Background: an optimization exercise with open tools, aiming at small area, a short achievable clock period and few clock cycles per item. Do not read the settings as production practice. Where RTL was checked, it was by simulation tests only, not by an equivalence proof against the original. The RTL of run 2 was laid out without a check of its function. Power and IR drop assume default switching activity.

==> flow/design.v <==
module SHA1_hash (
    input              clk,
    input              nreset,
    input              start_hash,
    input      [31:0]  message_addr,
    input      [31:0]  message_size,
    output     [159:0] hash,
    output reg         done,
    input      [31:0]  port_A_data_out,
    output     [15:0]  port_A_addr
);
localparam [31:0] H0I = 32'h67452301, H1I = 32'hefcdab89, H2I = 32'h98badcfe,
                  H3I = 32'h10325476, H4I = 32'hc3d2e1f0;
localparam [31:0] K0 = 32'h5a827999, K1 = 32'h6ed9eba1, K2 = 32'h8f1bbcdc,
                  K3 = 32'hca62c1d6;
reg        run;         
reg        first;       
reg        lastblk;     
reg        past;        
reg [6:0]  t;           
reg [14:0] rq;          
reg [13:0] raddr;       
reg        c_inc;       
reg        c_ld;        
reg        c_ldw;       
reg        c_part;      
reg        c_len;       
reg        c_hupd;      
reg        c_hxa;       
reg        c_ldc;       
reg        c_ldb;       
reg        c_lda;       
reg [1:0]  c_k;         
reg        c_ch, c_maj; 
reg        c_fin;       
assign port_A_addr = {raddr, 2'b00};
wire start  = !run && !done && start_hash;
wire finish = run && c_fin;
wire run_n  = start || (run && !c_fin);
wire       first_n = !run || (first && t != 7'd81);
wire [6:0] tn = !run ? 7'd76 : (t == 7'd81) ? 7'd0 : t + 7'd1;
wire       ldn = (tn >= 7'd79) || (tn <= 7'd12);
always @(posedge clk or negedge nreset) begin
    if (!nreset) begin
        run    <= 1'b0;
        done   <= 1'b0;
        raddr  <= 14'd0;
        c_hupd <= 1'b0;
    end else begin
        run    <= run_n;
        c_hupd <= run_n && (tn >= 7'd76) && (tn <= 7'd80);
        if (finish)
            done <= 1'b1;
        if (start)
            raddr <= message_addr[15:2];
        else if (run && c_inc)
            raddr <= raddr + 14'd1;
    end
end
always @(posedge clk) begin
    t      <= tn;
    c_inc  <= (tn >= 7'd78) || (tn <= 7'd11);
    c_ld   <= ldn;
    c_ldw  <= run && (t >= 7'd78 || t <= 7'd11);
    c_part <= c_ld ? (rq == 15'd1) : (rq == 15'd0);
    c_len  <= (tn == 7'd12) && past;
    c_hxa  <= (tn >= 7'd79);
    c_ldc  <= (tn == 7'd79) || (tn == 7'd80);
    c_ldb  <= (tn == 7'd80);
    c_lda  <= (tn >= 7'd80);
    c_k    <= (tn <= 7'd16 || tn >= 7'd79) ? 2'd0 :
              (tn <= 7'd36) ? 2'd1 : (tn <= 7'd56) ? 2'd2 : 2'd3;
    c_ch   <= (tn <= 7'd18) || (tn == 7'd81);
    c_maj  <= (tn >= 7'd39) && (tn <= 7'd58);
    c_fin  <= (tn == 7'd80) && lastblk;
    first <= first_n;
    if (!run) begin
        rq      <= message_size[16:2];
        lastblk <= 1'b0;
        past    <= 1'b0;
    end else begin
        if (c_ld)
            rq <= rq - 15'd1;
        if (c_ld && c_part)
            past <= 1'b1;
        if (c_ld && c_len)
            lastblk <= 1'b1;
    end
end
wire [31:0] word_in = {port_A_data_out[7:0], port_A_data_out[15:8],
                       port_A_data_out[23:16], port_A_data_out[31:24]};
wire        w_full = !past && !c_part;
reg  [31:0] mword;
always @* begin
    if (w_full)
        mword = word_in;
    else if (c_part)
        case (message_size[1:0])
            2'd0: mword = 32'h80000000;
            2'd1: mword = {word_in[31:24], 24'h800000};
            2'd2: mword = {word_in[31:16], 16'h8000};
            default: mword = {word_in[31:8], 8'h80};
        endcase
    else if (c_len)
        mword = {12'd0, message_size[16:0], 3'b000};
    else
        mword = 32'd0;
end
reg  [31:0] W [0:15];
wire [31:0] wx = W[13] ^ W[8] ^ W[2] ^ W[0];
integer i;
always @(posedge clk) begin
    for (i = 0; i < 15; i = i + 1)
        W[i] <= W[i+1];
    W[15] <= c_ldw ? mword : {wx[30:0], wx[31]};
end
function [31:0] add32;
    input [31:0] x, y;
    reg [31:0] g, p, g2, p2;
    integer k, d;
    begin
        g = x & y;
        p = x ^ y;
        for (d = 1; d < 32; d = d * 2) begin
            g2 = g;
            p2 = p;
            for (k = 0; k < 32; k = k + 1)
                if (k & d) begin
                    g2[k] = g[k] | (p[k] & g[(k & ~(d - 1)) - 1]);
                    p2[k] = p[k] & p[(k & ~(d - 1)) - 1];
                end
            g = g2;
            p = p2;
        end
        add32 = x ^ y ^ {g[30:0], 1'b0};
    end
endfunction
reg [31:0] A, B, C, CK, Y, Z;
reg [31:0] Q0, Q1, Q2, Q3, Q4;
assign hash = {Q0, Q1, Q2, Q3, Q4};
wire [31:0] Br = {B[1:0], B[31:2]};    
reg [31:0] kz;
always @* begin
    case (c_k)
        2'd0: kz = K0;
        2'd1: kz = K1;
        2'd2: kz = K2;
        default: kz = K3;
    endcase
end
wire [31:0] fy = c_ch  ? ((A & Br) | (~A & C)) :
                 c_maj ? ((A & Br) | (A & C) | (Br & C)) :
                         (A ^ Br ^ C);
wire [31:0] hx = c_hxa ? A : {A[1:0], A[31:2]};
wire [31:0] hsum = add32(Q4, hx);
reg  [31:0] hinit;
always @* begin
    case (t[2:0])
        3'd4: hinit = H4I;    
        3'd5: hinit = H3I;
        3'd6: hinit = H2I;
        3'd7: hinit = H1I;
        default: hinit = H0I;  
    endcase
end
always @(posedge clk) begin
    Z <= add32(CK, W[15]);
    CK <= add32(c_ldc ? Q2 : Br, kz);
    Y <= add32(fy, Z);
    A <= c_lda ? Q0 : add32({A[26:0], A[31:27]}, Y);
    B <= c_ldb ? {Q1[29:0], Q1[31:30]} : A;
    C <= c_ldc ? Q2 : Br;
    if (c_hupd) begin
        Q0 <= first ? hinit : hsum;
        Q1 <= Q0;
        Q2 <= Q1;
        Q3 <= Q2;
        Q4 <= Q3;
    end
end
endmodule
==> flow/flow/run.sh <==
#!/bin/bash
# Own flow: the standard layout (standard.sh) with three changes:
# - synthesis maps adders without Yosys's full-adder extraction
#   (ADDER_MAP_FILE empty) and with a delay-driven ABC script
#   (flow/abc_speed.script, copied over ORFS's);
# - ports are buffered with a plain buffer instead of a delay buffer;
# - clock tree sinks are clustered in groups of up to 30, without dummy loads.
# Each step's output goes to a log file of its own here.
set -euo pipefail
W=$PWD
rm -rf "$W/scripts_own"
cp -r "$FLOW_HOME/scripts" "$W/scripts_own"
cp "$W/flow/abc_speed.script" "$W/scripts_own/abc_speed.script"
bash standard.sh SCRIPTS_DIR="$W/scripts_own" ADDER_MAP_FILE= synth > "$W/synth.log" 2>&1
bash standard.sh "BUFFER_PORTS_ARGS=-buffer_cell sky130_fd_sc_hd__buf_2" \
  "CTS_ARGS=-sink_clustering_enable -repair_clock_nets -sink_clustering_size 30 -sink_clustering_max_diameter 60 -buf_list sky130_fd_sc_hd__clkbuf_16 -dont_use_dummy_load" > "$W/layout.log" 2>&1
==> flow/flow/abc_speed.script <==
strash
dch
map -D 1800
buffer -c
upsize -c -D 1800
dnsize -c -D 1800
==> flow/standard.sh <==
#!/bin/bash
# synth_recipe.tcl (not shown) runs the flow's synth.tcl, then flattens the netlist and writes it again
# the make line also repeats each setting of config.mk as NAME=value (left out here)
make -C /OpenROAD-flow-scripts/flow DESIGN_CONFIG=/design/flow/config.mk WORK_HOME=/design/flow/orfs CLKGATE_MAP_FILE= SYNTH_SCRIPT=/design/flow/synth_recipe.tcl "${@:-finish}"
==> flow/config.mk <==
export PLATFORM = sky130hd
export DESIGN_NAME = SHA1_hash
export DESIGN_NICKNAME = SHA1_hash
export VERILOG_FILES = /design/flow/design.v
export SDC_FILE = /design/flow/constraint.sdc
export NUM_CORES = 4
export LEC_CHECK = 0
export CAP_MARGIN = 20
export CORE_MARGIN = 2
export CORE_UTILIZATION = 40
export SETUP_SLACK_MARGIN = 3.1
export SLEW_MARGIN = 20
export TNS_END_PERCENT = 10
==> flow/constraint.sdc <==
create_clock -name core_clock -period 6.0 [get_ports {clk}]
set_input_delay 1.2000 -clock core_clock [delete_from_list [all_inputs] [get_ports {clk}]]
set_output_delay 1.2000 -clock core_clock [all_outputs]
set_load 0.01 [all_outputs]
==> results of run 1 <==
repair_timing:
| item | 4_1_cts | 5_1_grt |
|---|---|---|
| hold buffers | 0 | 0 |
| resized for setup | 48 | 202 |
| setup endpoints to repair | 82 | 88 |
| setup buffers | 7 | 39 |
| pin swaps | 6 | 52 |
| cloned | 3 | 4 |
layout make-up:
type	count	area (um^2)	area share
Antenna cell	1	2.502	0.00006430
Clock buffer	67	1677	0.04308
Inverter	428	1665	0.04279
Multi-Input combinational cell	2140	11900	0.3057
Sequential cell	920	20350	0.5229
Tap cell	1080	1351	0.03472
Timing Repair Buffer	310	1976	0.05077
logic make-up (layout without fill, tap and decap cells):
group	Yosys count	after routing	share of synthesized area
other	1	3	0.0001119
buffers and inverters	493	805	0.05906
adder cells (fa/ha/maj)	2	2	0.0006346
AO/OA/AOI/OAI	678	678	0.1230
AND/OR/NAND/NOR	1226	1226	0.1520
flip-flops	920	920	0.6043
XOR/XNOR	232	232	0.06085
where the power goes:
group          switching (mW)  total, mW  internal (mW)
Combinational            5.38       8.95           3.57
Clock                    1.97       3.94           1.97
Sequential               1.14       9.61           8.47
worst max path at each step:
stage,startpoint,to,slack (ns),cells after the start
2_1_floorplan,c_hupd$_DFF_PN0_,Q0[0]$_DFFE_PP_,3.49,0
3_3_place_gp,c_ch$_DFF_P_,Y[21]$_DFF_P_,2.55,13
3_5_place_dp,c_ch$_DFF_P_,Y[25]$_DFF_P_,2.47,13
4_1_cts,A[2]$_DFF_P_,Q0[31]$_DFFE_PP_,3.04,15
5_1_grt,c_ldc$_DFF_P_,CK[26]$_DFF_P_,2.97,16
6_report,c_hxa$_DFF_P_,Q0[28]$_DFFE_PP_,3.16,14
worst reg2reg max path: stages, from the launching register on:
cell and delay [ns]:
dfxtp_4 0.40, buf_12 0.18, o21ai_0 0.30, nor2_1 0.09
nor2_2 0.18, nand3_1 0.18, nor3_4 0.19, nand2_1 0.14
nor2_2 0.15, nand2_1 0.08, nor2_1 0.14, nand2_1 0.10
o21a_1 0.21, or2_0 0.20, a31oi_1 0.15
registers in the layout, summed over array words and instances (netlist names), 2 cells and up:
signal / count
A: 32
B: 32
C: 32
CK: 32
Q0: 32
Q1: 32
Q2: 32
Q3: 32
Q4: 32
W: 512
Y: 32
Z: 32
c_k: 2
raddr: 14
rq: 15
t: 7
layout by cell type (no fill, tap or decap), drive strengths merged, types with 55 or more instances in the layout:
| master | synthesis | layout |
|---|---|---|
| a21oi | 155 | 155 |
| buf | 32 | 303 |
| clkbuf | 33 | 71 |
| dfxtp | 728 | 728 |
| edfxtp | 175 | 175 |
| inv | 426 | 425 |
| nand2 | 474 | 474 |
| nand3 | 55 | 55 |
| nor2 | 576 | 576 |
| o21ai | 317 | 317 |
| xnor2 | 119 | 119 |
| xor2 | 113 | 113 |
routing by layer:
layer | part of all wire | track usage | vias to the layer above
li1 | - | - | 12108
met1 | 0.47 | 0.2619 | 11057
met2 | 0.44 | 0.2889 | 598
met3 | 0.051 | 0.02443 | 141
met4 | 0.040 | 0.07703 | 0
met5 | 0 | 0 | -
metrics by stage:
| step | hold slack (ns) | std cells |
|---|---|---|
| 3_3_place_gp | 0.3096 | 4825 |
| 4_1_cts | 0.2902 | 4902 |
| 6_report | 0.2904 | 4946 |
| 2_1_floorplan | 0.3096 | 3553 |
| 5_1_grt | 0.2954 | 4946 |
| 3_5_place_dp | 0.3121 | 4825 |
==> results.json, run 1 <==
{
  "status": "timing/DRC/antenna clean",
  "io_buffers": 240,
  "num_rows": 106,
  "final_area_um2": 38920,
  "drtIter0Drc": 1819,
  "synth_top_cells_by_count": "728 x dfxtp_1, 552 x nor2_1, 464 x nand2_1",
  "cts_tree": "yes",
  "rsz0062_at_grt": "yes",
  "powerDensity_nw_per_um2": 578.4,
  "reg2reg_slack_ns": 3.16,
  "reg2regPathDepth": 14,
  "min_to": "W[13][17]$_DFF_P_",
  "cp_slowest_stage_delay_ns": 0.40,
  "synth.area.top_cells": "dfxtp_1 43%, edfxtp_1 16%, nor2_1 6.2%",
  "clk_pin_slew_ns": 0.10,
  "vias": 23904,
  "drive_gt1_frac": 0.1715,
  "ios": 276,
  "slew_headroom": 0.4092,
  "syn_area_um2": 33520,
  "yosysMostFrequentCell": "dfxtp_1",
  "finalSetupViolCount": 0,
  "first_global_vias": 21871,
  "hold_class": "reg -> reg",
  "htreeDepth": 3,
  "place_ws_ns": 2.473,
  "syn_avg_cell_area_um2": 9.436,
  "crit_top_cell": "nand2_1",
  "period_share": 0.4725,
  "path_class": "reg -> reg",
  "grt_antenna_before_repair": 2,
  "final_core_util": 0.4672,
  "critPathMaxFanout": 13,
  "p_leak_nw": 16.73,
  "cp_data_arrival_time_ns": 3.27,
  "grt_pass1_wl_um": 123900,
  "start_util": 0.4024,
  "cts_root_buf": "clkbuf_16",
  "layout_min_cycle_time_ns": 2.835,
  "dieArea_um2": 86120,
  "start_kind": "register",
  "coreArea_um2": 83290,
  "syn2layout_area_growth_pct": 16.11,
  "viasPerCell": 4.833,
  "ant_nets": 0,
  "clock_path_buffers": 3,
  "finClkSkew_ns": 0.06713,
  "worstMarginPinSlew_ns": 0.8803,
  "crit_family": "simple AND/OR/NAND/NOR gates",
  "peakVddDrop_mv": 0.2420,
  "timing.final.ws_setup_ns": 3.165,
  "slew_violations": 0,
  "clock_latency_ns": 0.63,
  "wl_um": 82530,
  "gr-total-overflow": 0,
  "yosysSeqAreaShare": 0.6043,
  "slowest_stage": "dfxtp_4",
  "synth_top_area_share": 0.4348,
  "synth_edf_count": 175,
  "place_area_um2": 35840,
  "p_total_mw": 22.51,
  "finalSetupTns_ns": 0,
  "drtPass1Iterations": 6,
  "synth-seq-cells": 920,
  "die_y_um": 293.5,
  "fmax_mhz": 352.7,
  "synth_cell_types": 79,
  "r2r-start": "c_hxa$_DFF_P_",
  "r2r-end": "Q0[28]$_DFFE_PP_",
  "wire_per_inst_um": 16.69,
  "min_path_cells": 0,
  "place_congestion": 0.8874,
  "path_cells": "buf_12, o21ai_0, nor2_1, nor2_2, nand3_1, nor3_4, nand2_1, nor2_2, nand2_1, nor2_1, nand2_1, o21a_1, or2_0, a31oi_1",
  "drc": 0,
  "nets": 3966,
  "async_flop_share": 0.01848,
  "hp-start": "W[14][17]$_DFF_P_",
  "path_buf_inv": 1,
  "finalHoldViolCount": 0,
  "synth_ff_type": "dfxtp_1",
  "die_x_um": 293.5,
  "nFillCells": 7870,
  "synth_cells": 3552,
  "yosysTopAreaCell": "dfxtp_1",
  "required_ns": 6.44,
  "ys_warn_count": 2,
  "cts_sinks": 920,
  "grtUsageTotal": 0.1862,
  "grt_max_degree": 69,
  "dp.final_hpwl_um": 59670,
  "crit_path_end_kind": "register",
  "drv_cap": 0,
  "numCtsBuffers": 67
}
Testbench counts, summed over its fixed seeds: cycles 214,546, bytes 152,657.
==> run 2: changes to the inputs <==
--- a/flow/design.v
+++ b/flow/design.v
@@ -167,6 +167,6 @@
     Z <= add32(CK, W[15]);
     CK <= add32(c_ldc ? Q2 : Br, kz);
-    Y <= add32(fy, Z);
-    A <= c_lda ? Q0 : add32({A[26:0], A[31:27]}, Y);
+    Y <= fy + Z;
+    A <= c_lda ? Q0 : ({A[26:0], A[31:27]} + Y);
     B <= c_ldb ? {Q1[29:0], Q1[31:30]} : A;
     C <= c_ldc ? Q2 : Br;
==> results.json, run 2 <==
{
  "yosysMostFrequentCell": "dfxtp_1",
  "dp.final_hpwl_um": 64570,
  "min_path_cells": 0,
  "cts_hold_buf": 0,
  "nFillCells": 8050,
  "finClkSkew_ns": 0.07312,
  "grt_pass1_wl_um": 131400,
  "seqPwrFrac": 0.385,
  "synth-seq-cells": 920,
  "synth.area.top_cells": "dfxtp_1 43%, edfxtp_1 15%, nor2_1 7.2%",
  "largest_reg_flops": 512,
  "final_common_cell": "dfxtp_1",
  "synthMuxAreaShare": 0.0003287,
  "fmax_mhz": 348.0,
  "synth_fa_ha_area_frac": 0.0002922,
  "synth_top_cells_by_count": "728 x dfxtp_1, 654 x nor2_1, 498 x nand2_1",
  "place_congestion": 0.9161,
  "drive_gt1_frac": 0.1619,
  "drtPass1Iterations": 5,
  "die_y_um": 296.7,
  "reg2reg_slack_ns": 3.13,
  "p_leak_nw": 17.12,
  "crit_path_end_kind": "register",
  "numCtsBuffers": 61,
  "clock_latency_ns": 0.67,
  "drv_cap": 0,
  "wire_per_inst_um": 17.10,
  "status": "timing/DRC/antenna clean",
  "top_register": "W",
  "synth_top_area_share": 0.4254,
  "diodes": 0,
  "ios": 276,
  "gr-total-overflow": 0,
  "num_rows": 107,
  "cts_tree": "yes",
  "synth-xor-area-share": 0.06439,
  "peakVddDrop_mv": 0.2912,
  "synth_cell_types": 88,
  "critPathMaxFanout": 5,
  "clock_path_buffers": 3,
  "p_sw_frac": 0.4100,
  "hold_class": "reg -> reg",
  "r2r-end": "A[24]$_DFF_P_",
  "r2r-start": "A[28]$_DFF_P_",
  "period_share": 0.4790,
  "layout_min_cycle_time_ns": 2.874,
  "dp_cells": 5061,
  "finalHoldViolCount": 0,
  "syn2layout_area_growth_pct": 15.88,
  "start_util": 0.4030,
  "io_buffers": 240,
  "first_global_vias": 23178,
  "drtIter0Drc": 1557,
  "coreArea_um2": 85010,
  "path_class": "reg -> reg",
  "vias": 24963,
  "grt_antenna_before_repair": 0,
  "p_total_mw": 20.53,
  "grt_max_degree": 135,
  "hp-start": "W[12][2]$_DFF_P_",
  "yosys.area_share.simple": 0.1620,
  "cts_sinks": 920,
  "synth_top_family_by_area": "simple AND/OR/NAND/NOR gates",
  "async_flop_share": 0.01848,
  "wl_um": 88540,
  "yosysSeqAreaShare": 0.5912,
  "ant_nets": 0,
  "finalSetupViolCount": 0,
  "grtUsageTotal": 0.1950,
  "clk_pin_slew_ns": 0.10,
  "drc": 0,
  "required_ns": 6.50,
  "synth_ff_type": "dfxtp_1",
  "synth_edf_count": 175,
  "syn_avg_cell_area_um2": 9.200,
  "finalSetupTns_ns": 0,
  "final_cell_mix": "697 x dfxtp_1, 590 x nor2_1, 486 x nand2_1",
  "synth_compound_area_frac": 0.1221,
  "finalNonFillerCells": 5177,
  "worstMarginPinSlew_ns": 0.8862,
  "rsz0062_at_grt": "yes",
  "start_kind": "register",
  "place_ws_ns": 2.236,
  "powerDensity_nw_per_um2": 517.1,
  "clockPowerShare": 0.181,
  "synth_cells": 3724,
  "die_x_um": 296.7,
  "timing.final.ws_setup_ns": 3.126,
  "nets": 4134,
  "slew_headroom": 0.4092,
  "slew_violations": 0,
  "power.net_switching_mw": 8.417,
  "htreeDepth": 2,
  "p_int_mw": 12.11,
  "combinationalPowerShare": 0.434,
  "yosysTopAreaCell": "dfxtp_1",
  "reg2regPathDepth": 15,
  "min_to": "W[11][2]$_DFF_P_",
  "dieArea_um2": 88000,
  "whs_ns": 0.2853,
  "ys_warn_count": 2,
  "viasPerCell": 4.822,
  "cp_data_arrival_time_ns": 3.37,
  "cts_root_buf": "clkbuf_16",
  "syn_area_um2": 34260
}
run 2: cell types whose count changed after synthesis, moves of 11 or more:
cell      change
nor2_1      +102
nand2_1      +34
a21oi_1      +29
inv_1        +25
a211o_1      +16
a211oi_1     -15
nor3_1       +12
o21ai_0      -12
xor2_1       +11
run 2: layer usage:
| layer | track usage | up-vias | wire (um) |
|---|---|---|---|
| met5 | 0 | - | 0 |
| met4 | 0.06208 | 0 | 3115 |
| met3 | 0.02682 | 149 | 4293 |
| met2 | 0.3175 | 601 | 39970 |
| met1 | 0.2684 | 11605 | 41160 |
| li1 | - | 12608 | - |
run 2: cell type report:
type	count	area [um^2]	area share
sequential	920	20320	0.5118
timing repair buffer	311	2007	0.05055
multi-input combinational	2296	12710	0.3202
tap	1144	1431	0.03606
clock buffer	61	1526	0.03845
inverter	445	1704	0.04293
run 2: power groups by stage:
| stage | Combinational [mW] | Clock, mW | Sequential (mW) |
|---|---|---|---|
| after CTS | 8.04 | 3.84 | 7.85 |
| after global routing | 9.90 | 4.04 | 7.97 |
| after global placement | 7.73 | 0 | 7.96 |
| final | 8.91 | 3.72 | 7.90 |
| after floorplan | 6.04 | 0 | 7.62 |
| after detailed placement | 7.75 | 0 | 7.95 |
run 2: worst max-delay path by stage:
stage,startpoint,to,cells past startpoint
6_report,A[28]$_DFF_P_,A[24]$_DFF_P_,15
5_1_grt,A[28]$_DFF_P_,A[24]$_DFF_P_,15
4_1_cts,c_ch$_DFF_P_,Y[30]$_DFF_P_,14
3_5_place_dp,c_ldc$_DFF_P_,CK[26]$_DFF_P_,16
3_3_place_gp,c_ldc$_DFF_P_,CK[26]$_DFF_P_,16
2_1_floorplan,c_hupd$_DFF_PN0_,Q0[0]$_DFFE_PP_,0
run 2: worst max-delay path: stages, from the launching register on:
cell and delay, ns:
dfxtp_4 0.44, inv_4 0.10, nand2_2 0.10, nand4_4 0.11, nand2_4 0.12, a31oi_4 0.10, a221oi_4 0.35, a31oi_4 0.15
o21bai_4 0.19, nand2_1 0.08, nand2_1 0.10, and3_4 0.21, nor2_1 0.07, o211ai_1 0.26, xor2_1 0.27, o21ai_1 0.08
run 2: cells by family after synthesis:
group           count (synthesis)
flops                         920
simple gates                 1348
buf+inv                       510
compound gates                692
mux                             1
other cells                     1
xor+xnor                      251
fa+ha+maj                       1
run 2: what timing repair did:
action | CTS | global route
pin swaps | 12 | 43
gates resized for setup | 66 | 195
setup endpoints to repair | 85 | 81
setup buffers | 16 | 31
cloned | 5 | 3
run 2: stage by stage:
stage                       util  instance area (um^2)
after global placement    0.4315                 36680
after global routing      0.4670                 39700
after detailed placement  0.4315                 36680
final                     0.4670                 39700
after CTS                 0.4557                 38740
after floorplan                -                 34260
==> run 3: changes to the inputs <==
--- a/flow/design.v
+++ b/flow/design.v
@@ -167,6 +167,6 @@
     Z <= add32(CK, W[15]);
     CK <= add32(c_ldc ? Q2 : Br, kz);
-    Y <= fy + Z;
-    A <= c_lda ? Q0 : ({A[26:0], A[31:27]} + Y);
+    Y <= add32(fy, Z);
+    A <= c_lda ? Q0 : add32({A[26:0], A[31:27]}, Y);
     B <= c_ldb ? {Q1[29:0], Q1[31:30]} : A;
     C <= c_ldc ? Q2 : Br;
--- a/flow/flow/run.sh
+++ b/flow/flow/run.sh
@@ -13,4 +13,4 @@
 cp "$W/flow/abc_speed.script" "$W/scripts_own/abc_speed.script"
 bash standard.sh SCRIPTS_DIR="$W/scripts_own" ADDER_MAP_FILE= synth > "$W/synth.log" 2>&1
-bash standard.sh "BUFFER_PORTS_ARGS=-buffer_cell sky130_fd_sc_hd__buf_2" \
+bash standard.sh "BUFFER_PORTS_ARGS=-buffer_cell sky130_fd_sc_hd__buf_1" \
   "CTS_ARGS=-sink_clustering_enable -repair_clock_nets -sink_clustering_size 30 -sink_clustering_max_diameter 60 -buf_list sky130_fd_sc_hd__clkbuf_16 -dont_use_dummy_load" > "$W/layout.log" 2>&1
==> results.json, run 3 <==
{
  "drive_gt1_frac": 0.1081,
  "finalHoldViolCount": 0,
  "crit_family": "compound AO/OA/AOI/OAI gates",
  "cts_tree": "yes",
  "die_x_um": 293.5,
  "yosysMostFrequentCell": "dfxtp_1",
  "grt_antenna_before_repair": 1,
  "finClkSkew_ns": 0.07746,
  "synth_top_area_share": 0.4348,
  "finalSetupTns_ns": 0,
  "ios": 276,
  "synth_ff_type": "dfxtp_1",
  "place_area_um2": 35540,
  "dieArea_um2": 86120,
  "seqPwrFrac": 0.433,
  "place_ws_ns": 2.140,
  "clock_latency_ns": 0.66,
  "wl_um": 82360,
  "grtUsageTotal": 0.1840,
  "start_kind": "register",
  "io_buffers": 240,
  "worstMarginPinSlew_ns": 0.9471,
  "vias": 23849,
  "path_buf_inv": 4,
  "slew_violations": 0,
  "slew_headroom": 0.3686,
  "finalSetupViolCount": 0,
  "top_register": "W",
  "htreeDepth": 2,
  "timing.final.ws_setup_ns": 3.090,
  "synthMuxAreaShare": 0,
  "clock_path_buffers": 3,
  "final_common_cell": "dfxtp_1",
  "drtPass1Iterations": 6,
  "synth_fa_ha_area_frac": 0.0006346,
  "synth_compound_area_frac": 0.1230,
  "synth_edf_count": 175,
  "fmax_mhz": 343.7,
  "path_class": "reg -> reg",
  "yosysTopAreaCell": "dfxtp_1",
  "final_area_um2": 38430,
  "cts_hold_buf": 0,
  "path_cells": "buf_8, clkbuf_16, o21ai_2, inv_1, or2_0, nand2_1, nor2_1, nand2_1, nor2_4, nand2_1, o211ai_1, buf_4, o21bai_4, a21oi_1, xor2_1, o21ai_0",
  "p_total_mw": 22.20,
  "synth_cell_types": 79,
  "viasPerCell": 4.832,
  "cts_sinks": 920,
  "drtIter0Drc": 1603,
  "yosysSeqAreaShare": 0.6043,
  "rsz0062_at_grt": "yes",
  "synth_top_family_by_area": "simple AND/OR/NAND/NOR gates",
  "critPathMaxFanout": 12,
  "peakVddDrop_mv": 0.3381,
  "grt_pass1_wl_um": 122900,
  "wire_per_inst_um": 16.68,
  "syn2layout_area_growth_pct": 14.65,
  "period_share": 0.4849,
  "required_ns": 6.34,
  "die_y_um": 293.5,
  "crit_top_cell": "nand2_1",
  "syn_avg_cell_area_um2": 9.436,
  "dp.final_hpwl_um": 59290,
  "p_int_mw": 13.75,
  "synth_top_cells_by_count": "728 x dfxtp_1, 552 x nor2_1, 464 x nand2_1",
  "slowest_stage": "dfxtp_4",
  "ant_nets": 0,
  "cp_data_arrival_time_ns": 3.25,
  "start_util": 0.4024,
  "gr-total-overflow": 0,
  "clk_pin_slew_ns": 0.10,
  "drv_cap": 0,
  "yosys.area_share.simple": 0.1520,
  "reg2reg_slack_ns": 3.09,
  "layout_min_cycle_time_ns": 2.910,
  "num_rows": 106,
  "cts_root_buf": "clkbuf_16",
  "synth.area.top_cells": "dfxtp_1 43%, edfxtp_1 16%, nor2_1 6.2%",
  "status": "timing/DRC/antenna clean",
  "grt_max_degree": 66,
  "clockPowerShare": 0.167,
  "async_flop_share": 0.01848,
  "numCtsBuffers": 61,
  "p_sw_frac": 0.3804,
  "whs_ns": 0.2725,
  "crit_path_end_kind": "register",
  "drc": 0,
  "powerDensity_nw_per_um2": 577.6,
  "synth-xor-area-share": 0.06085,
  "syn_area_um2": 33520,
  "combinationalPowerShare": 0.400,
  "p_leak_nw": 15.92,
  "final_cell_mix": "695 x dfxtp_1, 515 x nor2_1, 453 x nand2_1",
  "coreArea_um2": 83290,
  "power.net_switching_mw": 8.444,
  "synth-seq-cells": 920,
  "cp_slowest_stage_delay_ns": 0.40,
  "first_global_vias": 21687,
  "largest_reg_flops": 512,
  "nets": 3957,
  "synth_cells": 3552,
  "ys_warn_count": 2,
  "hold_class": "reg -> reg",
  "diodes": 0,
  "place_congestion": 0.8789
}
==> run 3: cell types whose count changed in the layout (fill, tap and decap cells not counted), sizes merged, moves of 11 or more <==
cell / previous run / this run
a21oi: 184 / 155
a211oi: 13 / 30
nor3: 36 / 24
a211o: 22 / 6
nand2: 502 / 474
nor2: 674 / 576
xor2: 124 / 113
inv: 442 / 426
==> run 3: area by class of cell <==
cell class,instances,area (um^2)
Clock buffer,61,1526
Fill cell,7890,44860
Inverter,428,1648
Multi-Input combinational cell,2141,11970
Sequential cell,920,20340
Tap cell,1080,1351
Timing Repair Buffer,306,1589
==> run 3: path summary, 6_finish.rpt <==
check	cells past startpoint	to	startpoint
setup / recovery	16	Q0[27]$_DFFE_PP_	c_hxa$_DFF_P_
hold reg to reg	0	W[8][18]$_DFF_P_	W[9][18]$_DFF_P_
max in group asynchronous	1	c_hupd$_DFF_PN0_	nreset
min in group asynchronous	1	raddr[9]$_DFFE_PN0P_	nreset
setup reg to reg	16	Q0[27]$_DFFE_PP_	c_hxa$_DFF_P_
hold / removal	0	W[8][18]$_DFF_P_	W[9][18]$_DFF_P_
==> run 3: metal layers <==
| metal | GRT usage | vias to the layer above | part of all wire |
|---|---|---|---|
| li1 | - | 12091 | - |
| met1 | 0.2612 | 10978 | 0.47 |
| met2 | 0.2816 | 625 | 0.44 |
| met3 | 0.02595 | 155 | 0.049 |
| met4 | 0.07554 | 0 | 0.043 |
| met5 | 0 | - | 0 |
==> run 3: cell families (layout without fill, tap and decap cells) <==
| group | Yosys count | count (layout) |
|---|---|---|
| other | 1 | 2 |
| AOI/OAI and AO/OA | 678 | 679 |
| buffers and inverters | 493 | 795 |
| and+or+nand+nor | 1226 | 1226 |
| DFF | 920 | 920 |
| adders and majority gates | 2 | 2 |
| xor gates and xnor gates | 232 | 232 |
==> run 3: power by group through the flow <==
stage	Sequential, mW	Combinational, mW	Clock (mW)
finish	9.60	8.88	3.72
global route	9.83	9.96	4.05
CTS	9.58	8.02	3.83
detailed placement	9.67	7.87	0
global placement	9.64	7.78	0
floorplan	9.18	6.43	0
==> run 3: timing repair <==
action | CTS | global route
endpoints found under the setup margin | 87 | 79
gates resized for setup | 43 | 215
setup buffers | 10 | 33
cloned | 2 | 4
endpoints found under the hold margin | 0 | 0
pin swaps | 4 | 45
==> run 3: through the flow <==
stage               std cells  utilization
floorplan                3553            -
global placement         4825       0.4267
detailed placement       4825       0.4267
CTS                      4898       0.4483
global route             4936       0.4613
finish                   4936       0.4613
Testbench counts of run 3, summed over its fixed seeds: cycles 214,546, bytes 152,657.
==> run 4: changes to the inputs <==
--- a/flow/config.mk
+++ b/flow/config.mk
@@ -9,4 +9,5 @@
 export CORE_MARGIN = 2
 export CORE_UTILIZATION = 40
+export GPL_TIMING_DRIVEN = 0
 export SETUP_SLACK_MARGIN = 3.1
 export SLEW_MARGIN = 20
==> results.json, run 4 <==
{
  "status": "timing/DRC/antenna clean",
  "synth-xor-area-share": 0.06085,
  "grtUsageTotal": 0.1914,
  "worstMarginPinSlew_ns": 1.098,
  "ff_latch_area_um2": 20330,
  "hold_class": "reg -> reg",
  "synth_fa_ha_area_frac": 0.0006346,
  "final_common_cell": "dfxtp_1",
  "synth_top_area_share": 0.4348,
  "slowest_stage": "dfxtp_1",
  "reg2regPathDepth": 13,
  "largest_reg_flops": 512,
  "r2r-start": "A[31]$_DFF_P_",
  "drv_cap": 0,
  "clk_pin_slew_ns": 0.11,
  "wl_um": 84870,
  "drive_gt1_frac": 0.1138,
  "nets": 4003,
  "min_path_cells": 0,
  "layout_min_cycle_time_ns": 2.891,
  "nFillCells": 7878,
  "first_global_vias": 21747,
  "critPathMaxFanout": 10,
  "numCtsBuffers": 67,
  "cp_data_arrival_time_ns": 3.33,
  "synth_ff_type": "dfxtp_1",
  "timing.final.ws_setup_ns": 3.109,
  "p_total_mw": 22.69,
  "synth_compound_area_frac": 0.1230,
  "coreArea_um2": 83290,
  "viasPerCell": 4.843,
  "die_y_um": 293.5,
  "period_share": 0.4819,
  "drtPass1Iterations": 6,
  "synth_top_cells_by_count": "728 x dfxtp_1, 552 x nor2_1, 464 x nand2_1",
  "die_x_um": 293.5,
  "required_ns": 6.44,
  "vias": 24128,
  "gr-total-overflow": 0,
  "grt_pass1_wl_um": 125900,
  "powerDensity_nw_per_um2": 586.9,
  "yosysTopAreaCell": "dfxtp_1",
  "io_buffers": 240,
  "syn2layout_area_growth_pct": 15.37,
  "finalHoldViolCount": 0,
  "syn_avg_cell_area_um2": 9.436,
  "grt_max_degree": 60,
  "start_kind": "register",
  "cts_root_buf": "clkbuf_16",
  "reg2reg_slack_ns": 3.11,
  "cp_slowest_stage_delay_ns": 0.61,
  "final_cell_mix": "699 x dfxtp_1, 501 x nor2_1, 454 x nand2_1",
  "cts_sinks": 920,
  "crit_start": "A[31]$_DFF_P_",
  "crit_top_cell": "nor2_1",
  "synth_top_family_by_area": "simple AND/OR/NAND/NOR gates",
  "clock_latency_ns": 0.63,
  "yosysSeqAreaShare": 0.6043,
  "synth_cells": 3552,
  "rsz0062_at_grt": "yes",
  "syn_area_um2": 33520,
  "wire_per_inst_um": 17.03,
  "yosys.area_share.simple": 0.1520,
  "place_congestion": 0.8973,
  "slew_headroom": 0.2619,
  "r2r-end": "A[20]$_DFF_P_",
  "finalSetupViolCount": 0,
  "top_register": "W",
  "ios": 276,
  "multi_input_area_um2": 11930,
  "clock_path_buffers": 3,
  "cts_hold_buf": 0,
  "p_leak_nw": 16.04,
  "drc": 0,
  "synth_cell_types": 79,
  "path_class": "reg -> reg",
  "synthMuxAreaShare": 0,
  "finalSetupTns_ns": 0,
  "crit_path_end": "A[20]$_DFF_P_",
  "drtIter0Drc": 1728,
  "cts_tree": "yes",
  "num_rows": 106,
  "synth.area.top_cells": "dfxtp_1 43%, edfxtp_1 16%, nor2_1 6.2%",
  "peakVddDrop_mv": 0.2798,
  "grt_antenna_before_repair": 1,
  "slew_violations": 0,
  "ant_nets": 0,
  "path_cells": "inv_1, nor2_1, nor2_1, inv_1, nor2_1, a21oi_2, o21ai_2, nand3_1, nand2_2, buf_4, a21oi_1, xor2_1, o21ai_0",
  "dieArea_um2": 86120,
  "place_ws_ns": 2.574,
  "dp.final_hpwl_um": 64430,
  "ys_warn_count": 2,
  "start_util": 0.4024,
  "finClkSkew_ns": 0.05257,
  "htreeDepth": 3,
  "async_flop_share": 0.01848,
  "fmax_mhz": 345.9,
  "crit_path_end_kind": "register",
  "yosysMostFrequentCell": "dfxtp_1",
  "synth-seq-cells": 920,
  "synth_edf_count": 175,
  "diodes": 0
}
## run 4: cell types whose count changed in the layout (fill, tap and decap cells not counted), sizes merged
cell      previous run  this run
clkinvlp             0         1
clkbuf              65       103
bufbuf               1         0
buf                301       311
o21bai              14        13
inv                426       425
## run 4: metal layers
layer / vias to the layer above / routed length [um] / global-route usage / share of wire
met4: 2 / 3286 / 0.07529 / 0.039
li1: 12170 / - / - / -
met5: - / 13 / 0 / 0.00015
met3: 154 / 4382 / 0.02806 / 0.052
met2: 674 / 38260 / 0.3053 / 0.45
met1: 11128 / 38920 / 0.2620 / 0.46
## run 4: layout make-up
class | instances | share of cell area
well taps | 1080 | 0.03495
plain buffers | 65 | 0.01129
flip-flops and latches | 920 | 0.5258
clock buffers | 67 | 0.04336
repair buffers | 282 | 0.03388
inverters | 428 | 0.04203
multi-input cells | 2140 | 0.3086
## run 4: worst min path at each step
stage,end,start,slack [ns]
2_1_floorplan,W[0][0]$_DFF_P_,W[1][0]$_DFF_P_,0.31
6_report,W[13][5]$_DFF_P_,W[14][5]$_DFF_P_,0.27
3_5_place_dp,W[10][14]$_DFF_P_,W[11][14]$_DFF_P_,0.31
3_3_place_gp,W[11][16]$_DFF_P_,W[12][16]$_DFF_P_,0.31
4_1_cts,W[13][5]$_DFF_P_,W[14][5]$_DFF_P_,0.27
5_1_grt,W[13][5]$_DFF_P_,W[14][5]$_DFF_P_,0.27
## run 4: logic make-up after synthesis
| group | Yosys count |
|---|---|
| AOI/OAI and AO/OA | 678 |
| xor gates and xnor gates | 232 |
| adders and majority gates | 2 |
| buffers and inverters | 493 |
| DFF | 920 |
| other | 1 |
| and+or+nand+nor | 1226 |
## run 4: critical path: cells and delay by family (launching register included)
| family | cells | cell delay, ns |
|---|---|---|
| compound gates | 4 | 0.63 |
| xor+xnor | 1 | 0.18 |
| buf+inv | 3 | 0.59 |
| flops | 1 | 0.61 |
| simple gates | 5 | 0.70 |
## run 4: metrics by stage
| stage | utilization | hold slack [ns] | cells | area (um^2) |
|---|---|---|---|---|
| 2_1_floorplan | - | 0.3096 | 3553 | 33520 |
| 3_3_place_gp | 0.4295 | 0.3096 | 4873 | 35770 |
| 3_5_place_dp | 0.4302 | 0.3121 | 4875 | 35830 |
| 4_1_cts | 0.4520 | 0.2725 | 4947 | 37650 |
| 5_1_grt | 0.4642 | 0.2677 | 4982 | 38670 |
| 6_report | 0.4642 | 0.2729 | 4982 | 38670 |
## run 4: report_power, final
part           internal, mW  switching (mW)  total [mW]
Clock                  1.97            1.99        3.97
Combinational          3.60            5.52        9.12
Sequential             8.47            1.13        9.60
Total                  14.0            8.65        22.7
## run 4: repair_timing
item | in CTS | in global routing
pin swaps | 5 | 43
cloned | 0 | 2
setup buffers | 5 | 33
resized for setup | 36 | 230
setup endpoints to repair | 76 | 90
==> run 5: changes to the inputs <==
==> flow/flow/abc_speed.script (replaced) <==
strash
dch
map -D 2000
buffer -c
upsize -c -D 2000
dnsize -c -D 2000
--- a/flow/config.mk
+++ b/flow/config.mk
@@ -9,5 +9,4 @@
 export CORE_MARGIN = 2
 export CORE_UTILIZATION = 40
-export GPL_TIMING_DRIVEN = 0
 export SETUP_SLACK_MARGIN = 3.1
 export SLEW_MARGIN = 20
==> results.json, run 5 <==
{
  "synth_cell_types": 83,
  "path_class": "reg -> reg",
  "synth_ff_type": "dfxtp_1",
  "numCtsBuffers": 55,
  "synth_cells": 3495,
  "synth_fa_ha_area_frac": 0,
  "grt_max_degree": 65,
  "final_cell_mix": "707 x dfxtp_1, 550 x nor2_1, 410 x nand2_1",
  "io_buffers": 240,
  "peakVddDrop_mv": 0.3099,
  "htreeDepth": 2,
  "critPathMaxFanout": 6,
  "path_cells": "buf_8, o21ai_4, xnor2_2, nor2_4, nor2_1, nor2_1, a21oi_2, a21oi_2, a21oi_2, o21ai_4, and3_4, nor2_4, clkinv_4, buf_4, buf_4, nand3_2, and3_1, o31ai_2",
  "rsz0062_at_grt": "yes",
  "die_y_um": 292.8,
  "largest_reg_flops": 512,
  "async_flop_share": 0.01848,
  "syn2layout_area_growth_pct": 12.62,
  "syn_avg_cell_area_um2": 9.542,
  "start_kind": "register",
  "finalSetupTns_ns": 0,
  "syn_area_um2": 33350,
  "synth_compound_area_frac": 0.1165,
  "ff_latch_area_um2": 20300,
  "dp_cells": 4760,
  "vias": 23244,
  "multi_input_area_um2": 11420,
  "slew_headroom": 0.3487,
  "slew_violations": 0,
  "cts_sinks": 920,
  "clockPowerShare": 0.166,
  "start_util": 0.4049,
  "clock_path_buffers": 3,
  "wl_um": 80040,
  "slowest_stage": "dfxtp_4",
  "finClkSkew_ns": 0.06600,
  "place_congestion": 0.8938,
  "yosys.area_share.simple": 0.1495,
  "p_leak_nw": 15.59,
  "wire_per_inst_um": 16.48,
  "cts_root_buf": "clkbuf_16",
  "synth_top_cells_by_count": "728 x dfxtp_1, 559 x nor2_1, 418 x nand2_1",
  "crit_top_cell": "a21oi_2",
  "synth-seq-cells": 920,
  "power.net_switching_mw": 8.011,
  "yosysSeqAreaShare": 0.6073,
  "finalHoldViolCount": 0,
  "worstMarginPinSlew_ns": 0.9727,
  "grt_pass1_wl_um": 121300,
  "drtIter0Drc": 1363,
  "die_x_um": 292.8,
  "synth-xor-area-share": 0.06659,
  "clk_pin_slew_ns": 0.09,
  "synth_top_family_by_area": "simple AND/OR/NAND/NOR gates",
  "grtUsageTotal": 0.1818,
  "powerDensity_nw_per_um2": 565.1,
  "nFillCells": 7757,
  "required_ns": 6.37,
  "cp_slowest_stage_delay_ns": 0.40,
  "whs_ns": 0.2883,
  "fmax_mhz": 331.0,
  "gr-total-overflow": 0,
  "finalSetupViolCount": 0,
  "cts_hold_buf": 0,
  "yosysTopAreaCell": "dfxtp_1",
  "synth.area.top_cells": "dfxtp_1 44%, edfxtp_1 16%, nor2_1 6.3%",
  "period_share": 0.5036,
  "p_int_mw": 13.22,
  "first_global_vias": 21445,
  "num_rows": 105,
  "diodes": 0,
  "path_buf_inv": 4,
  "crit_path_end_kind": "register",
  "crit_family": "compound AO/OA/AOI/OAI gates",
  "p_total_mw": 21.23,
  "status": "timing/DRC/antenna clean",
  "synth_edf_count": 175,
  "synthMuxAreaShare": 0,
  "drv_cap": 0,
  "drc": 0,
  "p_sw_frac": 0.3774,
  "dieArea_um2": 85700,
  "final_core_util": 0.4560,
  "nets": 3887,
  "clock_latency_ns": 0.65,
  "coreArea_um2": 82370,
  "ios": 276,
  "finalNonFillerCells": 4856,
  "combinationalPowerShare": 0.382,
  "viasPerCell": 4.787,
  "drive_gt1_frac": 0.09113,
  "synth_top_area_share": 0.4370,
  "drtPass1Iterations": 6,
  "hold_class": "reg -> reg",
  "top_register": "W",
  "grt_antenna_before_repair": 0,
  "final_common_cell": "dfxtp_1",
  "cts_tree": "yes",
  "ant_nets": 0,
  "ys_warn_count": 2,
  "seqPwrFrac": 0.453,
  "dp.final_hpwl_um": 58780,
  "layout_min_cycle_time_ns": 3.021,
  "cp_data_arrival_time_ns": 3.39,
  "yosysMostFrequentCell": "dfxtp_1"
}
-- run 5: cell type report --
cell class	instances	area share
Tap cell	1070	0.03564
Sequential cell	920	0.5404
Timing Repair Buffer	295	0.03777
Clock buffer	55	0.03664
Multi-Input combinational cell	2077	0.3041
Inverter	439	0.04540
-- run 5: metrics by stage --
step	setup WS, ns	cell area, um^2
4_1_cts	2.964	36950
5_1_grt	2.852	37560
3_3_place_gp	2.484	35370
6_report	2.979	37560
3_5_place_dp	2.515	35370
2_1_floorplan	3.449	33360
-- run 5: power groups by stage --
stage	Combinational (mW)	Sequential (mW)	Clock (mW)
global placement	7.60	9.68	0
finish	8.10	9.61	3.52
floorplan	6.24	9.20	0
detailed placement	7.66	9.71	0
CTS	7.87	9.62	3.62
global route	9.14	9.84	3.83
-- run 5: path summary, 6_finish.rpt --
| kind | from | end | slack [ns] | depth (start not counted) |
|---|---|---|---|---|
| max | c_hxa$_DFF_P_ | Q0[17]$_DFFE_PP_ | 2.98 | 18 |
| min | W[4][23]$_DFF_P_ | W[3][23]$_DFF_P_ | 0.29 | 0 |
| max reg2reg | c_hxa$_DFF_P_ | Q0[17]$_DFFE_PP_ | 2.98 | 18 |
| min reg2reg | W[4][23]$_DFF_P_ | W[3][23]$_DFF_P_ | 0.29 | 0 |
| max in group asynchronous | nreset | c_hupd$_DFF_PN0_ | 5.11 | 1 |
| min in group asynchronous | nreset | done$_DFFE_PN0P_ | 0.54 | 1 |
-- run 5: per-layer routing --
| layer | vias to the layer above | part of all wire | track usage |
|---|---|---|---|
| met4 | 0 | 0.028 | 0.05203 |
| li1 | 11846 | - | - |
| met1 | 10689 | 0.48 | 0.2601 |
| met2 | 598 | 0.45 | 0.2891 |
| met3 | 111 | 0.050 | 0.02216 |
| met5 | - | 0 | 0 |
-- run 5: cell families (layout without fill, tap and decap cells) --
| family | after synthesis | after routing |
|---|---|---|
| other | 1 | 2 |
| DFF | 920 | 920 |
| and+or+nand+nor | 1181 | 1182 |
| AOI/OAI and AO/OA | 642 | 642 |
| xor gates and xnor gates | 251 | 251 |
| buffers and inverters | 500 | 789 |
-- run 5: worst register-to-register path: stages, from the launching register on --
cell and delay [ns]:
dfxtp_4 0.40, buf_8 0.15, o21ai_4 0.17, xnor2_2 0.16, nor2_4 0.05, nor2_1 0.09, nor2_1 0.07, a21oi_2 0.16
a21oi_2 0.10, a21oi_2 0.22, o21ai_4 0.12, and3_4 0.18, nor2_4 0.22, clkinv_4 0.10, buf_4 0.17, buf_4 0.14
nand3_2 0.06, and3_1 0.16, o31ai_2 0.07
-- run 5: what timing repair did --
action	CTS	global route
setup buffers	10	28
setup endpoints to repair	82	98
pin swaps	4	26
gates resized for setup	38	102
cloned	1	2
==> run 6: changes to the inputs <==
==> flow/flow/abc_speed.script (replaced) <==
strash
dch
map -D 1800
buffer -c
upsize -c -D 1800
dnsize -c -D 1800
--- a/flow/config.mk
+++ b/flow/config.mk
@@ -8,5 +8,6 @@
 export CAP_MARGIN = 20
 export CORE_MARGIN = 2
-export CORE_UTILIZATION = 40
+export CORE_UTILIZATION = 50
+export PLACE_DENSITY = 0.7
 export SETUP_SLACK_MARGIN = 3.1
 export SLEW_MARGIN = 20
==> results.json, run 6 <==
{
  "path_class": "reg -> reg",
  "syn2layout_area_growth_pct": 14.83,
  "dieArea_um2": 69120,
  "yosysSeqAreaShare": 0.6043,
  "htreeDepth": 2,
  "cts_root_buf": "clkbuf_16",
  "drive_gt1_frac": 0.1203,
  "finalHoldViolCount": 0,
  "synth_top_area_share": 0.4348,
  "synth_compound_area_frac": 0.1230,
  "final_area_um2": 38490,
  "drtIter0Drc": 1852,
  "slowest_stage": "dfxtp_1",
  "critPathMaxFanout": 14,
  "status": "timing/DRC/antenna clean",
  "grtUsageTotal": 0.2172,
  "drtPass1Iterations": 7,
  "synthMuxAreaShare": 0,
  "slew_headroom": 0.2706,
  "timing.final.ws_setup_ns": 3.040,
  "p_leak_nw": 16.04,
  "start_util": 0.5071,
  "cts_hold_buf": 0,
  "place_area_um2": 35250,
  "die_x_um": 262.9,
  "fmax_mhz": 337.8,
  "synth_top_family_by_area": "simple AND/OR/NAND/NOR gates",
  "whs_ns": 0.2469,
  "yosys.area_share.simple": 0.1520,
  "finalSetupViolCount": 0,
  "synth_ff_type": "dfxtp_1",
  "finalNonFillerCells": 4747,
  "yosysTopAreaCell": "dfxtp_1",
  "grt_max_degree": 65,
  "async_flop_share": 0.01848,
  "final_cell_mix": "692 x dfxtp_1, 507 x nor2_1, 449 x nand2_1",
  "viasPerCell": 5.134,
  "layout_min_cycle_time_ns": 2.960,
  "ios": 276,
  "synth_edf_count": 175,
  "cp_data_arrival_time_ns": 3.46,
  "period_share": 0.4934,
  "nets": 3984,
  "yosysMostFrequentCell": "dfxtp_1",
  "final_core_util": 0.5823,
  "clock_path_buffers": 3,
  "synth_cells": 3552,
  "nFillCells": 5622,
  "syn_area_um2": 33520,
  "hold_class": "reg -> reg",
  "grt_pass1_wl_um": 117700,
  "coreArea_um2": 66100,
  "drc": 0,
  "finClkSkew_ns": 0.08585,
  "synth.area.top_cells": "dfxtp_1 43%, edfxtp_1 16%, nor2_1 6.2%",
  "required_ns": 6.50,
  "syn_avg_cell_area_um2": 9.436,
  "die_y_um": 262.9,
  "place_ws_ns": 2.473,
  "cts_tree": "yes",
  "dp.final_hpwl_um": 56810,
  "slew_violations": 0,
  "finalSetupTns_ns": 0,
  "ff_latch_area_um2": 20350,
  "multi_input_area_um2": 12040,
  "wire_per_inst_um": 17.10,
  "io_buffers": 240,
  "synth_top_cells_by_count": "728 x dfxtp_1, 552 x nor2_1, 464 x nand2_1",
  "numCtsBuffers": 53,
  "synth_fa_ha_area_frac": 0.0006346,
  "clock_latency_ns": 0.65,
  "num_rows": 94,
  "crit_top_cell": "nor2_1",
  "ys_warn_count": 2,
  "path_cells": "inv_1, nor2_1, nor2_1, inv_1, nor2_1, a21oi_2, o21ai_4, nand3_1, nand2_4, a221oi_1, xor2_1, o21ai_1",
  "diodes": 0,
  "worstMarginPinSlew_ns": 1.089,
  "cts_sinks": 920,
  "synth-xor-area-share": 0.06085,
  "largest_reg_flops": 512,
  "grt_antenna_before_repair": 1,
  "peakVddDrop_mv": 0.3328,
  "synth_cell_types": 79,
  "drv_cap": 0,
  "dp_cells": 4607,
  "first_global_vias": 21619,
  "final_common_cell": "dfxtp_1",
  "wl_um": 81180,
  "ant_nets": 0,
  "start_kind": "register",
  "gr-total-overflow": 0,
  "top_register": "W",
  "powerDensity_nw_per_um2": 581.6,
  "place_congestion": 0.9186,
  "clk_pin_slew_ns": 0.10,
  "synth-seq-cells": 920,
  "cp_slowest_stage_delay_ns": 0.63,
  "crit_path_end_kind": "register",
  "vias": 24370,
  "p_total_mw": 22.38,
  "rsz0062_at_grt": "yes"
}
run 6: worst paths after layout:
kind / cells after the start / startpoint / slack, ns / end
max: 12 / A[31]$_DFF_P_ / 3.04 / A[30]$_DFF_P_
min: 0 / W[14][31]$_DFF_P_ / 0.25 / W[13][31]$_DFF_P_
max reg2reg: 12 / A[31]$_DFF_P_ / 3.04 / A[30]$_DFF_P_
min reg2reg: 0 / W[14][31]$_DFF_P_ / 0.25 / W[13][31]$_DFF_P_
max in group asynchronous: 1 / nreset / 4.56 / c_hupd$_DFF_PN0_
min in group asynchronous: 1 / nreset / 0.68 / raddr[13]$_DFFE_PN0P_
run 6: final cells by class:
cell class / count / share of cell area
flip-flops and latches: 920 / 0.5287
multi-input cells: 2141 / 0.3128
repair buffers: 339 / 0.05189
inverters: 428 / 0.04350
clock buffers: 53 / 0.03446
well taps: 864 / 0.02809
repair inverters: 2 / 0.0005852
run 6: cell families (layout without fill, tap and decap cells):
kind of cell / count (synthesis) / after routing
xor gates and xnor gates: 232 / 232
buffers and inverters: 493 / 822
AOI/OAI and AO/OA: 678 / 679
other: 1 / 2
DFF: 920 / 920
adders and majority gates: 2 / 2
and+or+nand+nor: 1226 / 1226
run 6: metal layers:
layer	vias to the layer above	track usage	wire length (um)
li1	12148	-	-
met2	874	0.3298	35100
met3	190	0.02877	5174
met4	0	0.09622	4384
met1	11158	0.3107	36520
met5	-	0	0
run 6: critical path: cells and delay by family (launching register included):
family | cells | cell delay (ns)
AO/OA/AOI/OAI | 4 | 0.83
XOR/XNOR | 1 | 0.26
buffers and inverters | 2 | 0.39
flip-flops | 1 | 0.63
AND/OR/NAND/NOR | 5 | 0.71
run 6: report_power, final:
group / switching [mW] / internal (mW) / total, mW
Clock: 1.86 / 1.56 / 3.42
Sequential: 1.15 / 8.47 / 9.62
Combinational: 5.59 / 3.75 / 9.34
run 6: what timing repair did:
item                                    CTS  global route
pin swaps                                 3            77
hold endpoints to repair                  0             0
buffers inserted                          5            68
endpoints found under the setup margin   92            99
gates resized for setup                  51           247
cloned                                    2            12
==> run 7: changes to the inputs <==
--- a/flow/flow/run.sh
+++ b/flow/flow/run.sh
@@ -14,3 +14,3 @@
 bash standard.sh SCRIPTS_DIR="$W/scripts_own" ADDER_MAP_FILE= synth > "$W/synth.log" 2>&1
 bash standard.sh "BUFFER_PORTS_ARGS=-buffer_cell sky130_fd_sc_hd__buf_1" \
-  "CTS_ARGS=-sink_clustering_enable -repair_clock_nets -sink_clustering_size 30 -sink_clustering_max_diameter 60 -buf_list sky130_fd_sc_hd__clkbuf_16 -dont_use_dummy_load" > "$W/layout.log" 2>&1
+  "CTS_ARGS=-sink_clustering_enable -repair_clock_nets -sink_clustering_size 30 -sink_clustering_max_diameter 100 -buf_list sky130_fd_sc_hd__clkbuf_16 -dont_use_dummy_load" > "$W/layout.log" 2>&1
--- a/flow/config.mk
+++ b/flow/config.mk
@@ -8,6 +8,5 @@
 export CAP_MARGIN = 20
 export CORE_MARGIN = 2
-export CORE_UTILIZATION = 50
-export PLACE_DENSITY = 0.7
+export CORE_UTILIZATION = 40
 export SETUP_SLACK_MARGIN = 3.1
 export SLEW_MARGIN = 20
==> results.json, run 7 <==
{
  "status": "timing/DRC/antenna clean",
  "final_cell_mix": "695 x dfxtp_1, 524 x nor2_1, 459 x nand2_1",
  "nets": 3924,
  "min_path_cells": 0,
  "syn_avg_cell_area_um2": 9.436,
  "critPathMaxFanout": 14,
  "final_common_cell": "dfxtp_1",
  "syn2layout_area_growth_pct": 12.12,
  "grtUsageTotal": 0.1820,
  "ys_warn_count": 2,
  "worstMarginPinSlew_ns": 0.9976,
  "dieArea_um2": 86120,
  "num_rows": 106,
  "async_flop_share": 0.01848,
  "largest_reg_flops": 512,
  "crit_start": "A[27]$_DFF_P_",
  "clock_path_buffers": 3,
  "period_share": 0.4823,
  "slew_headroom": 0.3349,
  "crit_family": "compound AO/OA/AOI/OAI gates",
  "path_class": "reg -> reg",
  "synth_cell_types": 79,
  "drv_cap": 0,
  "drive_gt1_frac": 0.09103,
  "p_total_mw": 21.28,
  "drc": 0,
  "reg2reg_slack_ns": 3.11,
  "synth_top_area_share": 0.4348,
  "start_util": 0.4024,
  "ant_nets": 0,
  "hp-start": "W[2][21]$_DFF_P_",
  "finClkSkew_ns": 0.06719,
  "path_cells": "nand2_1, maj3_2, or2_1, a31oi_4, a21oi_2, o21ai_2, nand3_1, nand2_4, inv_2, o221ai_1, xnor2_1, o21ai_1",
  "synth-seq-cells": 920,
  "numCtsBuffers": 41,
  "dp.final_hpwl_um": 59290,
  "io_buffers": 240,
  "cts_hold_buf": 0,
  "top_register": "W",
  "cts_root_buf": "clkbuf_16",
  "drtPass1Iterations": 6,
  "die_x_um": 293.5,
  "wire_per_inst_um": 16.55,
  "synth_top_cells_by_count": "728 x dfxtp_1, 552 x nor2_1, 464 x nand2_1",
  "finalSetupViolCount": 0,
  "crit_path_end_kind": "register",
  "syn_area_um2": 33520,
  "synth_ff_type": "dfxtp_1",
  "coreArea_um2": 83290,
  "yosysMostFrequentCell": "dfxtp_1",
  "powerDensity_nw_per_um2": 566.3,
  "required_ns": 6.48,
  "min_to": "W[1][21]$_DFF_P_",
  "reg2regPathDepth": 12,
  "first_global_vias": 21363,
  "cp_slowest_stage_delay_ns": 0.44,
  "peakVddDrop_mv": 0.2623,
  "place_congestion": 0.8789,
  "yosysTopAreaCell": "dfxtp_1",
  "grt_pass1_wl_um": 121300,
  "p_leak_nw": 15.55,
  "clock_latency_ns": 0.61,
  "finalHoldViolCount": 0,
  "htreeDepth": 2,
  "r2r-start": "A[27]$_DFF_P_",
  "drtIter0Drc": 1726,
  "ios": 276,
  "wl_um": 81170,
  "slowest_stage": "dfxtp_4",
  "gr-total-overflow": 0,
  "clk_pin_slew_ns": 0.11,
  "nFillCells": 7961,
  "start_kind": "register",
  "finalSetupTns_ns": 0,
  "whs_ns": 0.3053,
  "hold_class": "reg -> reg",
  "path_buf_inv": 1,
  "yosysSeqAreaShare": 0.6043,
  "synth.area.top_cells": "dfxtp_1 43%, edfxtp_1 16%, nor2_1 6.2%",
  "fmax_mhz": 345.6,
  "synth_cells": 3552,
  "cp_data_arrival_time_ns": 3.38,
  "rsz0062_at_grt": "yes",
  "slew_violations": 0,
  "die_y_um": 293.5,
  "cts_sinks": 920,
  "cts_tree": "yes",
  "vias": 23572,
  "layout_min_cycle_time_ns": 2.894,
  "grt_antenna_before_repair": 2,
  "synth_edf_count": 175,
  "viasPerCell": 4.807,
  "grt_max_degree": 66,
  "r2r-end": "A[29]$_DFF_P_"
}
==> run 7: cell counts after synthesis <==
Identical to the previous run, type by type.
==> run 7: report_power, final <==
| part | internal (mW) | switching (mW) |
|---|---|---|
| Sequential | 8.45 | 1.12 |
| Clock | 1.23 | 1.82 |
| Combinational | 3.37 | 5.28 |
| Total | 13.1 | 8.22 |
==> run 7: what timing repair did <==
item | in CTS | in global routing
buffers inserted | 8 | 24
pin swaps | 3 | 42
cloned | 0 | 4
gates resized for setup | 30 | 172
hold endpoints to repair | 0 | 0
endpoints found under the setup margin | 90 | 83
==> run 7: layer usage <==
| layer | GRT usage | up-vias | wire, um |
|---|---|---|---|
| li1 | - | 12038 | - |
| met5 | 0 | - | 13 |
| met1 | 0.2610 | 10777 | 38420 |
| met3 | 0.02428 | 133 | 3981 |
| met2 | 0.2783 | 622 | 35090 |
| met4 | 0.07043 | 2 | 3660 |
==> run 7: cell families (layout without fill, tap and decap cells) <==
logic type | Yosys count | count (layout) | share of synthesized area
AND/OR/NAND/NOR | 1226 | 1226 | 0.1520
adder cells (fa/ha/maj) | 2 | 2 | 0.0006346
flip-flops | 920 | 920 | 0.6043
buffers and inverters | 493 | 763 | 0.05906
XOR/XNOR | 232 | 232 | 0.06085
AO/OA/AOI/OAI | 678 | 678 | 0.1230
other | 1 | 3 | 0.0001119
==> run 7: how the worst max path moves through the flow <==
stage | end | slack, ns | depth (start not counted)
final | A[29]$_DFF_P_ | 3.11 | 12
after global routing | Q0[25]$_DFFE_PP_ | 2.94 | 15
after CTS | Q0[17]$_DFFE_PP_ | 3.00 | 16
after detailed placement | CK[28]$_DFF_P_ | 2.14 | 15
after global placement | CK[26]$_DFF_P_ | 2.24 | 15
after floorplan | Q0[0]$_DFFE_PP_ | 3.49 | 0
==> run 7: worst register-to-register path: stages, from the launching register on <==
cell,delay (ns)
dfxtp_4,0.44
nand2_1,0.13
maj3_2,0.33
or2_1,0.28
a31oi_4,0.23
a21oi_2,0.13
o21ai_2,0.25
nand3_1,0.16
nand2_4,0.21
inv_2,0.12
o221ai_1,0.24
xnor2_1,0.18
o21ai_1,0.08
==> run 7: cell type report <==
class	count	area (um^2)	share of cell area
well taps	1080	1351	0.03596
repair buffers	294	1478	0.03932
clock buffers	41	1026	0.02730
flip-flops and latches	920	20330	0.5411
inverters	428	1645	0.04379
multi-input cells	2140	11740	0.3125
diodes	1	2.502	0.00006659
==> run 7: stage by stage <==
| stage | utilization | cells | setup slack [ns] | instance area (um^2) |
|---|---|---|---|---|
| floorplan | - | 3553 | 3.488 | 33520 |
| global placement | 0.4267 | 4825 | 2.236 | 35540 |
| detailed placement | 0.4267 | 4825 | 2.140 | 35540 |
| CTS | 0.4412 | 4874 | 2.999 | 36750 |
| global route | 0.4511 | 4903 | 2.943 | 37570 |
| finish | 0.4512 | 4904 | 3.106 | 37580 |
==> run 8: changes to the inputs <==
--- a/flow/flow/run.sh
+++ b/flow/flow/run.sh
@@ -14,3 +14,3 @@
 bash standard.sh SCRIPTS_DIR="$W/scripts_own" ADDER_MAP_FILE= synth > "$W/synth.log" 2>&1
 bash standard.sh "BUFFER_PORTS_ARGS=-buffer_cell sky130_fd_sc_hd__buf_1" \
-  "CTS_ARGS=-sink_clustering_enable -repair_clock_nets -sink_clustering_size 30 -sink_clustering_max_diameter 100 -buf_list sky130_fd_sc_hd__clkbuf_16 -dont_use_dummy_load" > "$W/layout.log" 2>&1
+  "CTS_ARGS=-sink_clustering_enable -repair_clock_nets -sink_clustering_size 24 -sink_clustering_max_diameter 100 -buf_list sky130_fd_sc_hd__clkbuf_16 -dont_use_dummy_load" > "$W/layout.log" 2>&1
==> results.json, run 8 <==
{
  "dieArea_um2": 86120,
  "clock_latency_ns": 0.60,
  "dp.final_hpwl_um": 59290,
  "met1_length_um": 38520,
  "clk_pin_slew_ns": 0.10,
  "wl_met3_um": 3997,
  "synth_cell_types": 79,
  "grt_antenna_before_repair": 2,
  "cts_hold_buf": 0,
  "grt_pass1_wl_um": 121800,
  "synth_edf_count": 175,
  "powerDensity_nw_per_um2": 570.8,
  "layout_min_cycle_time_ns": 2.888,
  "synth.area.top_cells": "dfxtp_1 43%, edfxtp_1 16%, nor2_1 6.2%",
  "grtUsageTotal": 0.1826,
  "syn_avg_cell_area_um2": 9.436,
  "coreArea_um2": 83290,
  "finalNonFillerCells": 4923,
  "largest_reg_flops": 512,
  "synth_top_area_share": 0.4348,
  "hold_class": "reg -> reg",
  "fmax_mhz": 346.3,
  "final_common_cell": "dfxtp_1",
  "cp_data_arrival_time_ns": 3.37,
  "cts_tree": "yes",
  "status": "timing/DRC/antenna clean",
  "syn_area_um2": 33520,
  "yosysTopAreaCell": "dfxtp_1",
  "drv_cap": 0,
  "finalSetupTns_ns": 0,
  "async_flop_share": 0.01848,
  "place_congestion": 0.8789,
  "die_y_um": 293.5,
  "grt_max_degree": 66,
  "gr-total-overflow": 0,
  "finalSetupViolCount": 0,
  "drc": 0,
  "nFillCells": 7942,
  "finClkSkew_ns": 0.04237,
  "ios": 276,
  "num_rows": 106,
  "synth_cells": 3552,
  "cts_root_buf": "clkbuf_16",
  "die_x_um": 293.5,
  "yosysMostFrequentCell": "dfxtp_1",
  "dr.max_layer_used": "met4",
  "syn2layout_area_growth_pct": 13.32,
  "ys_warn_count": 2,
  "final_cell_mix": "695 x dfxtp_1, 512 x nor2_1, 456 x nand2_1",
  "finalHoldViolCount": 0,
  "wire_per_inst_um": 16.63,
  "dp_cells": 4825,
  "drtPass1Iterations": 5,
  "start_util": 0.4024,
  "diodes": 0,
  "cp_slowest_stage_delay_ns": 0.43,
  "drive_gt1_frac": 0.1020,
  "viasPerCell": 4.807,
  "htreeDepth": 2,
  "synth_ff_type": "dfxtp_1",
  "critPathMaxFanout": 14,
  "slowest_stage": "dfxtp_4",
  "slew_headroom": 0.3541,
  "cts_sinks": 920,
  "synth-seq-cells": 920,
  "crit_path_end_kind": "register",
  "worstMarginPinSlew_ns": 0.9688,
  "nets": 3944,
  "path_cells": "nand2_1, maj3_2, or2_1, a31oi_4, a21oi_2, o21ai_2, nand3_1, nand2_4, inv_2, o31ai_2, xnor2_1, o21ai_1",
  "drtIter0Drc": 1460,
  "first_global_vias": 21540,
  "met2_length_um": 35640,
  "io_buffers": 240,
  "path_class": "reg -> reg",
  "top_register": "W",
  "synth_top_cells_by_count": "728 x dfxtp_1, 552 x nor2_1, 464 x nand2_1",
  "yosysSeqAreaShare": 0.6043,
  "slew_violations": 0,
  "period_share": 0.4813,
  "wl_um": 81870,
  "start_kind": "register",
  "clock_path_buffers": 3,
  "peakVddDrop_mv": 0.3343,
  "rsz0062_at_grt": "yes",
  "ant_nets": 0,
  "vias": 23664,
  "required_ns": 6.48,
  "numCtsBuffers": 46,
  "p_leak_nw": 15.71
}
-- run 8: cell count changes in the layout (fill, tap and decap cells not counted), sizes merged --
cell    delta
o21bai     +1
diode      -1
buf       +14
clkbuf     +5
-- run 8: report_power, final --
part	total (mW)	switching, mW	internal (mW)
clock network	3.21	1.84	1.37
registers	9.60	1.13	8.47
logic	8.87	5.36	3.50
-- run 8: per-stage QoR --
step                instance area (um^2)  hold WS (ns)    util  setup slack, ns  total power [mW]
global route                       37980        0.3136  0.4560            2.962             23.33
global placement                   35540        0.3096  0.4267            2.236             17.42
detailed placement                 35540        0.3121  0.4267            2.140             17.54
floorplan                          33520        0.3096       -            3.488             15.61
finish                             37980        0.3044  0.4560            3.112             21.68
CTS                                36880        0.3055  0.4428            2.993             20.89
-- run 8: final timing paths --
kind                       cells after the start  slack, ns                   end              from
max                                           12       3.11         A[22]$_DFF_P_     A[27]$_DFF_P_
min                                            0       0.30      W[3][16]$_DFF_P_  W[4][16]$_DFF_P_
max reg2reg                                   12       3.11         A[22]$_DFF_P_     A[27]$_DFF_P_
min reg2reg                                    0       0.30      W[3][16]$_DFF_P_  W[4][16]$_DFF_P_
max in group asynchronous                      1       4.63      c_hupd$_DFF_PN0_            nreset
min in group asynchronous                      1       0.70  raddr[9]$_DFFE_PN0P_            nreset
-- run 8: per-layer routing --
metal	global-route usage	vias up
li1	-	12087
met1	0.2596	10834
met2	0.2781	597
met3	0.02519	146
met4	0.07753	0
met5	0	-
-- run 8: cell type report --
cell class / instances / area, um^2 / share of cell area
clock buffer: 46 / 1151 / 0.03031
inverter: 428 / 1652 / 0.04349
multi-input combinational: 2141 / 11890 / 0.3130
sequential: 920 / 20350 / 0.5358
tap: 1080 / 1351 / 0.03558
timing repair buffer: 308 / 1587 / 0.04177
-- run 8: cells by family after synthesis --
logic type               count (synthesis)  synth area share
AND/OR/NAND/NOR                       1226            0.1520
flip-flops                             920            0.6043
AO/OA/AOI/OAI                          678            0.1230
buffers and inverters                  493           0.05906
XOR/XNOR                               232           0.06085
adder cells (fa/ha/maj)                  2         0.0006346
other                                    1         0.0001119
-- run 8: critical path, delay by kind of cell (launching register included) --
family / cells / cell delay [ns]
and+or+nand+nor: 4 / 0.78
xor gates and xnor gates: 1 / 0.21
adders and majority gates: 1 / 0.33
DFF: 1 / 0.43
buffers and inverters: 1 / 0.11
AOI/OAI and AO/OA: 5 / 0.89
-- run 8: timing repair --
item                                    in CTS  in global routing
gates resized for setup                     35                210
endpoints found under the setup margin      88                 84
cloned                                       1                  5
setup buffers                                7                 38
pin swaps                                    3                 51

Setup slack of run 8, layout unchanged: 3.112 ns with ideal ports, 3.112 ns with driving cells assumed (clock clkbuf_16, inputs buf_2), 2.894 ns with port delays also shifted by the 0.653 ns mid clock arrival.
